This design comes from an exercise in tuning for small area and a short achievable clock period on the open sky130 flow, not from production work.
RTL that was checked went through simulation tests only; none was proved equivalent to the original.
The clock input has no modelled driver; a real chip could not lean on it and would need a root buffer or a full tree.
Power figures rest on the tool's default switching activity, not on a simulated workload.

== job 101 ==
==> module TEN_GIG_MAC_RX_PATH, before the edit <==
module TEN_GIG_MAC_RX_PATH #(
    parameter       P_SRC_MAC  = 48'h01_02_03_04_05_06
)(
    input           i_clk               ,
    input           i_rst               ,
    input  [63:0]   i_xgmii_rxd         ,
    input  [7 :0]   i_xgmii_rxc         ,
    input  [47:0]   i_dynamic_src_mac   ,
    input           i_dynamic_src_valid ,
    output [63:0]   m_axis_rdata        ,
    output [79:0]   m_axis_ruser        ,
    output [7 :0]   m_axis_rkeep        ,
    output          m_axis_rlast        ,
    output          m_axis_rvalid       ,
    output          o_crc_error         ,
    output          o_crc_valid
);
reg  [63:0] d1;              
reg  [7 :0] c1;
reg  [31:0] r2;              
always @(posedge i_clk) begin
    d1 <= i_xgmii_rxd;
    c1 <= i_xgmii_rxc;
    r2 <= d1[63:32];
end
wire        fb0 = c1[0] && d1[7 :0 ] == 8'hFB;      
wire        fb4 = c1[4] && d1[39:32] == 8'hFB;      
wire [7:0]  fd;                                     
genvar gi;
generate for (gi = 0; gi < 8; gi = gi + 1) begin : g_fd
    assign fd[gi] = c1[gi] && d1[8*gi+7 -: 8] == 8'hFD;
end endgenerate
reg         loc3;            
reg         sof4d;
reg  [3:0]  fdr;             
always @(posedge i_clk or posedge i_rst) begin
    if (i_rst) begin
        loc3  <= 1'b0;
        sof4d <= 1'b0;
        fdr   <= 4'd0;
    end else begin
        if (fb0)
            loc3 <= 1'b0;
        else if (fb4)
            loc3 <= 1'b1;
        sof4d <= fb4 && !fb0;
        fdr   <= fd[7:4];
    end
end
wire [63:0] acur  = loc3 ? {d1[31:0], r2} : d1;
wire [7 :0] fda   = loc3 ? {fd[3:0], fdr} : fd;
wire        sofa  = fb0 || sof4d;
wire        eofa  = |fda;
wire [2 :0] phia  = {fda[4] | fda[5] | fda[6] | fda[7],
                     fda[2] | fda[3] | fda[6] | fda[7],
                     fda[1] | fda[3] | fda[5] | fda[7]};
reg  [63:0] a2, a3, a4, a5, a6;
reg  [15:0] a7;              
always @(posedge i_clk) begin
    a2 <= acur;
    a3 <= a2;
    a4 <= a3;
    a5 <= a4;
    a6 <= a5;
    a7 <= a6[63:48];
end
assign m_axis_rdata = {a7[7:0], a7[15:8], a6[7:0], a6[15:8], a6[23:16],
                       a6[31:24], a6[39:32], a6[47:40]};
reg         s2, s3, s4;      
reg         e2, e3, e4, e5;  
reg  [2:0]  phi;
reg         busy, cnt1, cnt2, mok, p6, p7, p8, p9;
reg         rv_int, rlast_int, rlast_out, rvalid_out, rl2;
reg  [7:0]  rkeep_out;
reg         k1, k2, chk, crc_out, crc_valid;
reg  [15:0] ulen;
reg  [47:0] local_mac;
wire        r_eof  = (e4 && phi != 3'd7) || (e5 && phi == 3'd7);
wire        kc     = (e3 && phi <= 3'd2) || (e4 && phi >= 3'd3);
wire        clr    = (e3 && phi <= 3'd4) || (e4 && phi >= 3'd5);
wire [47:0] da4    = {a4[7:0], a4[15:8], a4[23:16], a4[31:24], a4[39:32], a4[47:40]};
wire [47:0] da5    = {a5[7:0], a5[15:8], a5[23:16], a5[31:24], a5[39:32], a5[47:40]};
wire [47:0] dst    = loc3 ? da4 : da5;
wire        mac_ok = (&dst) || (dst == local_mac);
wire        mac_at = loc3 ? cnt2 : p6;
reg  [7:0]  kv;
always @(*) begin
    case (phi)
        3'd0: kv = 8'b1111_1100;
        3'd1: kv = 8'b1111_1110;
        3'd2: kv = 8'b1111_1111;
        3'd3: kv = 8'b1000_0000;
        3'd4: kv = 8'b1100_0000;
        3'd5: kv = 8'b1110_0000;
        3'd6: kv = 8'b1111_0000;
        default: kv = 8'b1111_1000;
    endcase
end
always @(posedge i_clk or posedge i_rst) begin
    if (i_rst) begin
        s2 <= 1'b0; s3 <= 1'b0; s4 <= 1'b0;
        e2 <= 1'b0; e3 <= 1'b0; e4 <= 1'b0; e5 <= 1'b0;
        phi <= 3'd0;
        busy <= 1'b0; cnt1 <= 1'b0; cnt2 <= 1'b0; mok <= 1'b0;
        p6 <= 1'b0; p7 <= 1'b0; p8 <= 1'b0; p9 <= 1'b0;
        rv_int <= 1'b0; rlast_int <= 1'b0; rlast_out <= 1'b0;
        rvalid_out <= 1'b0; rl2 <= 1'b0;
        k1 <= 1'b0; k2 <= 1'b0; chk <= 1'b0;
        crc_out <= 1'b0; crc_valid <= 1'b0;
        ulen <= 16'd0;
        local_mac <= P_SRC_MAC;
    end else begin
        s2 <= sofa; s3 <= s2; s4 <= s3;
        e2 <= eofa; e3 <= e2; e4 <= e3; e5 <= e4;
        if (eofa)
            phi <= phia;
        busy <= !r_eof && (s3 || busy);
        cnt1 <= !r_eof && s3 && !busy;
        cnt2 <= !r_eof && cnt1;
        if (mac_at)
            mok <= mac_ok;
        p6 <= cnt2; p7 <= p6; p8 <= p7; p9 <= p8;
        if (rlast_int)
            rv_int <= 1'b0;
        else if (p7 && mok)
            rv_int <= 1'b1;
        rlast_int  <= rv_int && kc;
        rlast_out  <= rlast_int;
        rvalid_out <= rv_int;
        rl2        <= rlast_out;
        k1 <= clr; k2 <= k1; chk <= k2;
        if (chk)
            crc_out <= 1'b0;
        else if (rv_int)
            crc_out <= 1'b1;
        crc_valid <= chk && crc_out;
        if (rl2)
            ulen <= 16'd1;
        else if (p9 || ulen != 16'd1)
            ulen <= ulen + 16'd1;
        if (i_dynamic_src_valid)
            local_mac <= i_dynamic_src_mac;
    end
end
wire [63:0] nxt_rdata = {a6[55:48], a6[63:56], a5[7:0], a5[15:8], a5[23:16],
                         a5[31:24], a5[39:32], a5[47:40]};
reg  [63:0] st;
always @(posedge i_clk) begin
    rkeep_out <= rlast_int ? kv : 8'hFF;
    if (p7)
        st <= nxt_rdata;
end
reg  [31:0] crc;
reg         crc_err;
wire [31:0] crc_nxt;
reg  [31:0] kres;
always @(*) begin
    case (phi)
        3'd0: kres = 32'hc37bc775;
        3'd1: kres = 32'h7749d4fa;
        3'd2: kres = 32'h4ee46c06;
        3'd3: kres = 32'he0ef52e5;
        3'd4: kres = 32'h3abbfb0d;
        3'd5: kres = 32'h0eaac366;
        3'd6: kres = 32'h714b540f;
        default: kres = 32'hfad18643;
    endcase
end
CRC32_64bKEEP u_crc (.c(crc), .d(a3), .n(crc_nxt));
always @(posedge i_clk) begin
    crc <= s3 ? 32'hFFFF_FFFF : crc_nxt;
    if (e4)
        crc_err <= crc != kres;
end
assign m_axis_rvalid = rvalid_out;
assign m_axis_rlast  = rlast_out;
assign m_axis_rkeep  = {1'b1, rkeep_out[6:0]};    
assign m_axis_ruser  = {ulen, st};
assign o_crc_valid   = crc_valid;
assign o_crc_error   = crc_err;
endmodule
Settings: LEC_CHECK=0, CAP_MARGIN=20, CORE_MARGIN=2, CORE_UTILIZATION=60, SLEW_MARGIN=20; clock period 9.0 ns.
standard.sh (not shown) runs the stock make flow with config.mk's settings and CLKGATE_MAP_FILE= SYNTH_SCRIPT=/design/flow/synth_recipe.tcl, a recipe that flattens the netlist after the stock synthesis.
==> flow/flow/run.sh <==
#!/bin/bash
set -euo pipefail
W=$(pwd)
MARGIN=6.35
CLUSTER=30
DIAM=80
export DONT_BUFFER_PORTS=1
export PRE_GLOBAL_PLACE_TCL=$W/flow/ports.tcl
export CTS_ARGS="-sink_clustering_enable -repair_clock_nets -dont_use_dummy_load -buf_list {sky130_fd_sc_hd__clkbuf_8 sky130_fd_sc_hd__clkbuf_16} -root_buf sky130_fd_sc_hd__clkbuf_16 -sink_clustering_size $CLUSTER -sink_clustering_max_diameter $DIAM"
NLEAF=26
if [[ $NLEAF != 0 ]]; then export PRE_CTS_TCL=$W/flow/cts.tcl; fi
if [[ $MARGIN != 0 ]]; then export SETUP_SLACK_MARGIN=$MARGIN; fi
bash standard.sh > $W/standard_flow.log 2>&1
Other scripts of this flow, unchanged in this note and not shown: flow/flow/cts.tcl, flow/flow/ports.tcl
Inputs modified between job 101 and job 102:
--- a/flow/design.v
+++ b/flow/design.v
@@ -262,9 +262,9 @@
 end
 assign m_axis_rdata = {a7[7:0], a7[15:8], a6[7:0], a6[15:8], a6[23:16],
                        a6[31:24], a6[39:32], a6[47:40]};
 reg         s2, s3, s4;      
-reg         e2, e3, e4, e5;  
+reg         e2, e3, e4, e5, e6;  
 reg  [2:0]  phi;
 reg         busy, cnt1, cnt2, mok, p6, p7, p8, p9;
 reg         rv_int, rlast_int, rlast_out, rvalid_out, rl2;
 reg  [7:0]  rkeep_out;
@@ -294,9 +294,9 @@
 end
 always @(posedge i_clk or posedge i_rst) begin
     if (i_rst) begin
         s2 <= 1'b0; s3 <= 1'b0; s4 <= 1'b0;
-        e2 <= 1'b0; e3 <= 1'b0; e4 <= 1'b0; e5 <= 1'b0;
+        e2 <= 1'b0; e3 <= 1'b0; e4 <= 1'b0; e5 <= 1'b0; e6 <= 1'b0;
         phi <= 3'd0;
         busy <= 1'b0; cnt1 <= 1'b0; cnt2 <= 1'b0; mok <= 1'b0;
         p6 <= 1'b0; p7 <= 1'b0; p8 <= 1'b0; p9 <= 1'b0;
         rv_int <= 1'b0; rlast_int <= 1'b0; rlast_out <= 1'b0;
@@ -306,9 +306,9 @@
         ulen <= 16'd0;
         local_mac <= P_SRC_MAC;
     end else begin
         s2 <= sofa; s3 <= s2; s4 <= s3;
-        e2 <= eofa; e3 <= e2; e4 <= e3; e5 <= e4;
+        e2 <= eofa; e3 <= e2; e4 <= e3; e5 <= e4; e6 <= e5;
         if (eofa)
             phi <= phia;
         busy <= !r_eof && (s3 || busy);
         cnt1 <= !r_eof && s3 && !busy;
@@ -361,17 +361,20 @@
         3'd6: kres = 32'h714b540f;
         default: kres = 32'hfad18643;
     endcase
 end
-CRC32_64bKEEP u_crc (.c(crc), .d(a3), .n(crc_nxt));
+CRC32_64bKEEP u_crc (.c(crc), .d(a4), .n(crc_nxt));
+wire [31:0] crc_x = crc ^ kres;
+reg  [3:0]  crc_m;
 always @(posedge i_clk) begin
-    crc <= s3 ? 32'hFFFF_FFFF : crc_nxt;
-    if (e4)
-        crc_err <= crc != kres;
+    crc <= s4 ? 32'hFFFF_FFFF : crc_nxt;
+    crc_m <= {~|crc_x[31:24], ~|crc_x[23:16], ~|crc_x[15:8], ~|crc_x[7:0]};
+    if (e6)
+        crc_err <= !(&crc_m);
 end
 assign m_axis_rvalid = rvalid_out;
 assign m_axis_rlast  = rlast_out;
-assign m_axis_rkeep  = {1'b1, rkeep_out[6:0]};    
+assign m_axis_rkeep  = rkeep_out;
 assign m_axis_ruser  = {ulen, st};
 assign o_crc_valid   = crc_valid;
 assign o_crc_error   = crc_err;
 endmodule
Notes after the runs:
- In the final design statistics, job 102 uses fewer standard cells in total than job 101.
- From job 101 to job 102 the numbers moved as follows: clock power share moved up; worst-path maximum fanout moved up; post-synth design cell area moved down; post-route total power moved down; count of filler cells inserted in the layout moved up.
- Between job 101 and job 102, count of cell types in the netlist decreased.
- Of job 102 and job 101, the lower number of nets produced by synthesis belongs to job 101.
- After detailed routing, job 101 needs less wire than job 102.
- On job 102: share of the final layout cell area in multi-input gates is 0.88 points lower than what job 101 gave.
- Job 102 against job 101: power dissipated by switching net loads increased by 4.5% relative to the old numbers; complex-gate fraction of the synthesized area shrank by 0.55 points; setup slack at placement has increased.
For job 101, only the layout was checked, not whether the RTL still works. In every run of this note, the design's own scripts or RTL, not TritonCTS, make the clock network.

re-timing with driven ports:
Ports are ideal in the flow. The routed layouts listed here were re-timed in OpenROAD.
Step 1, drivers: a clkbuf_16 drives i_clk and a buf_2 each remaining input, both assumed.
Step 2 times the ports against the registers' clock, not the clock port: input delays grow and output delays shrink by t, the midpoint of the rising clock arrivals with the driver on.
Three values: ideal, step 1, step 2; two values: the first two.
| run | shift t [ns] | setup slack, ns | worst hold slack (ns) | worst slew at a driven data input, ns |
|---|---|---|---|---|
| job 101 | 0.473 | 6.281 / 6.153 / 6.072 | 0.301 / 0.301 / 0.301 | 0.05 |
| job 102 | 0.468 | 6.260 / 6.143 / 6.041 | 0.296 / 0.296 / 0.296 | 0.07 |
After both steps setup and hold are still met in every run listed. For job 102, which loses most, drivers alone change the setup slack by -0.117 ns; drivers and shift together by -0.219 ns.
